This design comes from an exercise in tuning for small area on the open sky130 flow, not from production work.
Function was checked by simulation only, so behaviour that the tests miss may differ from the original.
Power and IR drop assume default switching activity.

the previous run:
==> flow/design.v <==
module cacheline (
    input clk,
    input reset,
    input os_req,
    input [8-1:0] hitmap,
    input user_req,
    input [32-1:0] addr,
    output reg hit
);
    reg [32-1:0] tags [8-1:0];
    reg [8-1:0] valid;
    reg [8-1:0] metadata;        
    reg [8-1:0] policy_hitmap;   
    reg [3-1:0] victim_way;  
    wire [32-1:0] naddr = ~addr;
    wire [8-1:0] tag_eq;
    genvar g;
    generate
        for (g = 0; g < 8; g = g + 1) begin : cmp
            cl_tag_eq u_eq (.tag(tags[g]), .naddr(naddr), .eq(tag_eq[g]));
        end
    endgenerate
    wire [8-1:0] match = valid & policy_hitmap & tag_eq;
    wire [8-1:0] vp = valid & policy_hitmap;
    wire [8-1:0] nmatch;
    wire no_match_lo, no_match_hi;
    generate
        for (g = 0; g < 8; g = g + 1) begin : nm
            cl_nand2 u_n (.a(tag_eq[g]), .b(vp[g]), .y(nmatch[g]));
        end
    endgenerate
    cl_and4 u_lo (.a(nmatch[0]), .b(nmatch[1]), .c(nmatch[2]), .d(nmatch[3]), .y(no_match_lo));
    cl_and4 u_hi (.a(nmatch[4]), .b(nmatch[5]), .c(nmatch[6]), .d(nmatch[7]), .y(no_match_hi));
    wire any_match = !(no_match_lo && no_match_hi);
    wire [8-1:0] hit_oh = match & ~(match - 1'b1);
    wire [8-1:0] cand = policy_hitmap & ~metadata;
    wire [8-1:0] vsrc = (|cand) ? cand : policy_hitmap;
    wire [8-1:0] vfirst = vsrc & ~(vsrc - 1'b1);
    wire [3-1:0] venc = {|vfirst[7:4], |{vfirst[7:6], vfirst[3:2]},
                                       |{vfirst[7], vfirst[5], vfirst[3], vfirst[1]}};
    wire [3-1:0] vb = (|policy_hitmap) ? venc : victim_way;
    wire lookup = !reset && !os_req && user_req;
    wire miss = lookup && !any_match;
    wire [8-1:0] we, nwe;
    wire [32-1:0] tag_next [8-1:0];
    genvar j;
    generate
        for (g = 0; g < 8; g = g + 1) begin : wr
            wire sel = lookup && vb == g;
            cl_and3  u_w (.a(sel), .b(no_match_lo), .c(no_match_hi), .y(we[g]));
            cl_nand3 u_n (.a(sel), .b(no_match_lo), .c(no_match_hi), .y(nwe[g]));
            for (j = 0; j < 32; j = j + 1) begin : bt
                cl_hold u_h (.we(we[g]), .nwe(nwe[g]), .d(addr[j]), .q(tags[g][j]),
                             .y(tag_next[g][j]));
            end
        end
    endgenerate
    integer i;
    always @(posedge clk) begin
        for (i = 0; i < 8; i = i + 1)
            tags[i] <= tag_next[i];
    end
    always @(posedge clk) begin
        if (reset) begin
            valid <= 0;
            metadata <= 0;
            policy_hitmap <= 0;
            victim_way <= 0;
            hit <= 1'b0;
        end else if (os_req) begin
            policy_hitmap <= hitmap;
            hit <= 1'b0;
        end else if (user_req) begin
            hit <= any_match;
            if (any_match) begin
                metadata <= metadata | hit_oh;
            end else begin
                victim_way <= vb;
                for (i = 0; i < 8; i = i + 1) begin
                    if (vb == i) valid[i] <= 1'b1;
                    if (policy_hitmap[i]) metadata[i] <= (vb == i);
                end
            end
        end
    end
endmodule
module cl_tag_eq (
    input [32-1:0] tag,
    input [32-1:0] naddr,
    output eq
);
    localparam P = 32 / 2;
    wire [P-1:0] lo_diff;    
    wire [P-1:0] pair_eq;
    wire [P/4-1:0] quad_ne;
    genvar b;
    generate
        for (b = 0; b < P; b = b + 1) begin : pr
            cl_oai22  u_o (.a0(tag[2*b]), .b0(naddr[2*b]),
                           .a1(tag[2*b+1]), .b1(naddr[2*b+1]), .y(lo_diff[b]));
            cl_aoi221 u_a (.a0(tag[2*b]), .b0(naddr[2*b]),
                           .a1(tag[2*b+1]), .b1(naddr[2*b+1]), .c(lo_diff[b]),
                           .y(pair_eq[b]));
        end
        for (b = 0; b < P/4; b = b + 1) begin : qd
            cl_nand4 u_n (.a(pair_eq[4*b]), .b(pair_eq[4*b+1]),
                          .c(pair_eq[4*b+2]), .d(pair_eq[4*b+3]), .y(quad_ne[b]));
        end
    endgenerate
    cl_nor4 u_r (.a(quad_ne[0]), .b(quad_ne[1]), .c(quad_ne[2]), .d(quad_ne[3]), .y(eq));
endmodule
module cl_nand2 (input a, input b, output y);
    assign y = ~(a & b);
endmodule
module cl_and3 (input a, input b, input c, output y);
    assign y = a & b & c;
endmodule
module cl_nand3 (input a, input b, input c, output y);
    assign y = ~(a & b & c);
endmodule
module cl_hold (input we, input nwe, input d, input q, output y);
    assign y = (we | q) & (nwe | d);
endmodule
module cl_and4 (input a, input b, input c, input d, output y);
    assign y = a & b & c & d;
endmodule
module cl_oai22 (input a0, input b0, input a1, input b1, output y);
    assign y = ~((a0 | b0) & (a1 | b1));
endmodule
module cl_aoi221 (input a0, input b0, input a1, input b1, input c, output y);
    assign y = ~((a0 & b0) | (a1 & b1) | c);
endmodule
module cl_nand4 (input a, input b, input c, input d, output y);
    assign y = ~(a & b & c & d);
endmodule
module cl_nor4 (input a, input b, input c, input d, output y);
    assign y = ~(a | b | c | d);
endmodule
export LEC_CHECK = 0
export CAP_MARGIN = 0
export CORE_MARGIN = 2
export CORE_UTILIZATION = 70
export GPL_TIMING_DRIVEN = 0
export SLEW_MARGIN = 0
export SYNTH_HIERARCHICAL = 1
export SYNTH_MINIMUM_KEEP_SIZE = 0
create_clock -name core_clock -period 5.0 [get_ports {clk}]
standard.sh (not shown) runs the stock make flow with config.mk's settings and CLKGATE_MAP_FILE= SYNTH_SCRIPT=/design/flow/synth_recipe.tcl, a recipe that flattens the netlist after the stock synthesis.
==> flow/flow/run.sh <==
#!/bin/bash
# The standard layout (standard.sh) with these changes:
#  - after floorplan, every combinational cell starts at its smallest size
#    (downsize.tcl); the resizer's repair steps upsize what needs it
#  - ports are buffered with buf_2, synthesis buffers are removed at floorplan
#  - CTS builds small clkbuf_8 leaf clusters without dummy loads
# Each ORFS step writes its full log under orfs/logs; make's output goes to
# standard.log.
set -euo pipefail
cd "$(dirname "$0")/.."
F=$(pwd)/flow
export POST_FLOORPLAN_TCL=$F/downsize.tcl
export BUFFER_PORTS_ARGS="-buffer_cell sky130_fd_sc_hd__buf_2"
export REMOVE_ABC_BUFFERS=1
export CTS_ARGS="-sink_clustering_enable -repair_clock_nets -dont_use_dummy_load -buf_list {sky130_fd_sc_hd__clkbuf_8} -sink_clustering_size 14 -sink_clustering_max_diameter 60"
bash standard.sh finish > standard.log 2>&1
==> flow/flow/downsize.tcl <==
# Swap every combinational cell for the smallest cell of the same function
# (drive strength _1, or _0 where that is the smallest); the resizer's later
# repair steps upsize what timing, slew or capacitance needs.
set n 0
foreach inst [[ord::get_db_block] getInsts] {
  set m [[$inst getMaster] getName]
  if {![regexp {^(sky130_fd_sc_hd__([a-z0-9]+))_(\d+)$} $m -> base func sz]} { continue }
  if {[regexp {^(df|edf|sdf|dl|clk|tap|fill|decap|conb|diode)} $func]} { continue }
  foreach s {0 1} {
    if {"${base}_$s" eq $m} { break }
    set lc [get_lib_cells -quiet */${base}_$s]
    if {[llength $lc] && ![get_property $lc dont_use]} {
      replace_cell [$inst getName] ${base}_$s
      incr n
      break
    }
  }
}
puts "downsize: $n cells swapped"
Input changes introduced in the current run (baseline for comparison: the previous run):
diff --git a/flow/design.v b/flow/design.v
--- a/flow/design.v
+++ b/flow/design.v
@@ -20,19 +20,9 @@
             cl_tag_eq u_eq (.tag(tags[g]), .naddr(naddr), .eq(tag_eq[g]));
         end
     endgenerate
     wire [8-1:0] match = valid & policy_hitmap & tag_eq;
-    wire [8-1:0] vp = valid & policy_hitmap;
-    wire [8-1:0] nmatch;
-    wire no_match_lo, no_match_hi;
-    generate
-        for (g = 0; g < 8; g = g + 1) begin : nm
-            cl_nand2 u_n (.a(tag_eq[g]), .b(vp[g]), .y(nmatch[g]));
-        end
-    endgenerate
-    cl_and4 u_lo (.a(nmatch[0]), .b(nmatch[1]), .c(nmatch[2]), .d(nmatch[3]), .y(no_match_lo));
-    cl_and4 u_hi (.a(nmatch[4]), .b(nmatch[5]), .c(nmatch[6]), .d(nmatch[7]), .y(no_match_hi));
-    wire any_match = !(no_match_lo && no_match_hi);
+    wire any_match = |match;
     wire [8-1:0] hit_oh = match & ~(match - 1'b1);
     wire [8-1:0] cand = policy_hitmap & ~metadata;
     wire [8-1:0] vsrc = (|cand) ? cand : policy_hitmap;
     wire [8-1:0] vfirst = vsrc & ~(vsrc - 1'b1);
@@ -40,26 +30,12 @@
                                        |{vfirst[7], vfirst[5], vfirst[3], vfirst[1]}};
     wire [3-1:0] vb = (|policy_hitmap) ? venc : victim_way;
     wire lookup = !reset && !os_req && user_req;
     wire miss = lookup && !any_match;
-    wire [8-1:0] we, nwe;
-    wire [32-1:0] tag_next [8-1:0];
-    genvar j;
-    generate
-        for (g = 0; g < 8; g = g + 1) begin : wr
-            wire sel = lookup && vb == g;
-            cl_and3  u_w (.a(sel), .b(no_match_lo), .c(no_match_hi), .y(we[g]));
-            cl_nand3 u_n (.a(sel), .b(no_match_lo), .c(no_match_hi), .y(nwe[g]));
-            for (j = 0; j < 32; j = j + 1) begin : bt
-                cl_hold u_h (.we(we[g]), .nwe(nwe[g]), .d(addr[j]), .q(tags[g][j]),
-                             .y(tag_next[g][j]));
-            end
-        end
-    endgenerate
     integer i;
     always @(posedge clk) begin
         for (i = 0; i < 8; i = i + 1)
-            tags[i] <= tag_next[i];
+            if (miss && vb == i) tags[i] <= addr;
     end
     always @(posedge clk) begin
         if (reset) begin
             valid <= 0;
@@ -108,23 +84,8 @@
         end
     endgenerate
     cl_nor4 u_r (.a(quad_ne[0]), .b(quad_ne[1]), .c(quad_ne[2]), .d(quad_ne[3]), .y(eq));
 endmodule
-module cl_nand2 (input a, input b, output y);
-    assign y = ~(a & b);
-endmodule
-module cl_and3 (input a, input b, input c, output y);
-    assign y = a & b & c;
-endmodule
-module cl_nand3 (input a, input b, input c, output y);
-    assign y = ~(a & b & c);
-endmodule
-module cl_hold (input we, input nwe, input d, input q, output y);
-    assign y = (we | q) & (nwe | d);
-endmodule
-module cl_and4 (input a, input b, input c, input d, output y);
-    assign y = a & b & c & d;
-endmodule
 module cl_oai22 (input a0, input b0, input a1, input b1, output y);
     assign y = ~((a0 | b0) & (a1 | b1));
 endmodule
 module cl_aoi221 (input a0, input b0, input a1, input b1, input c, output y);
Results
The clock group share of total power reported for the current run is greater than that of the previous run by 11 points.
Average instance area after synthesis (the current run / the previous run): 1.4
Measured against each other, the current run and the previous run differ in final core utilization, the higher figure coming from the current run.
| global-route usage | lower: the current run |
The current run ends up with a final period utilization that is 6.9 points higher than in the previous run.
| time the final worst path needs with I/O delays and setup | the current run vs the previous run | 0.35 ns higher |
Number of antenna repair diodes (higher): the current run
The current run vs the previous run: initial cell density of the core up in the current run
Summary: with the previous run as the reference, via density per instance in the current run moved down by a few percent.
The current run consumes less power than the previous run does.
Cell internal power dissipation on the current run is ahead of the previous run.

==> static timing again, ports no longer ideal <==
In the flow no input, the clock included, has a driving cell. The finished layouts below were timed again as built, in two steps.
Step 1 sets driving cells, clkbuf_16 on the clock port and buf_2 on the other inputs (assumed; they add their load-dependent delay and slew).
Step 2 adds t to the input delays and takes it off the output delays; t is the mean of the earliest and latest rising clock arrival at the registers after step 1. Input paths then give back, and output paths get back, about the clock's delay inside the block.
a / b / c = no drivers / after step 1 / after step 2; a / b = the first two.
| run | t (ns) | setup WS [ns] | latest minus earliest clock arrival (ns) | worst register clock-pin slew, ns |
|---|---|---|---|---|
| the previous run | 0.583 | 0.594 / 0.617 / 0.034 | 0.036 / 0.037 | 0.09 / 0.09 |
| the current run | 0.578 | 0.247 / 0.263 / -0.315 | 0.051 / 0.051 | 0.09 / 0.09 |
With both steps, setup timing fails in the current run, where it was met with ideal ports. The setup slack of the current run, which loses most, moves by +0.016 ns with the drivers and by -0.562 ns with both steps.
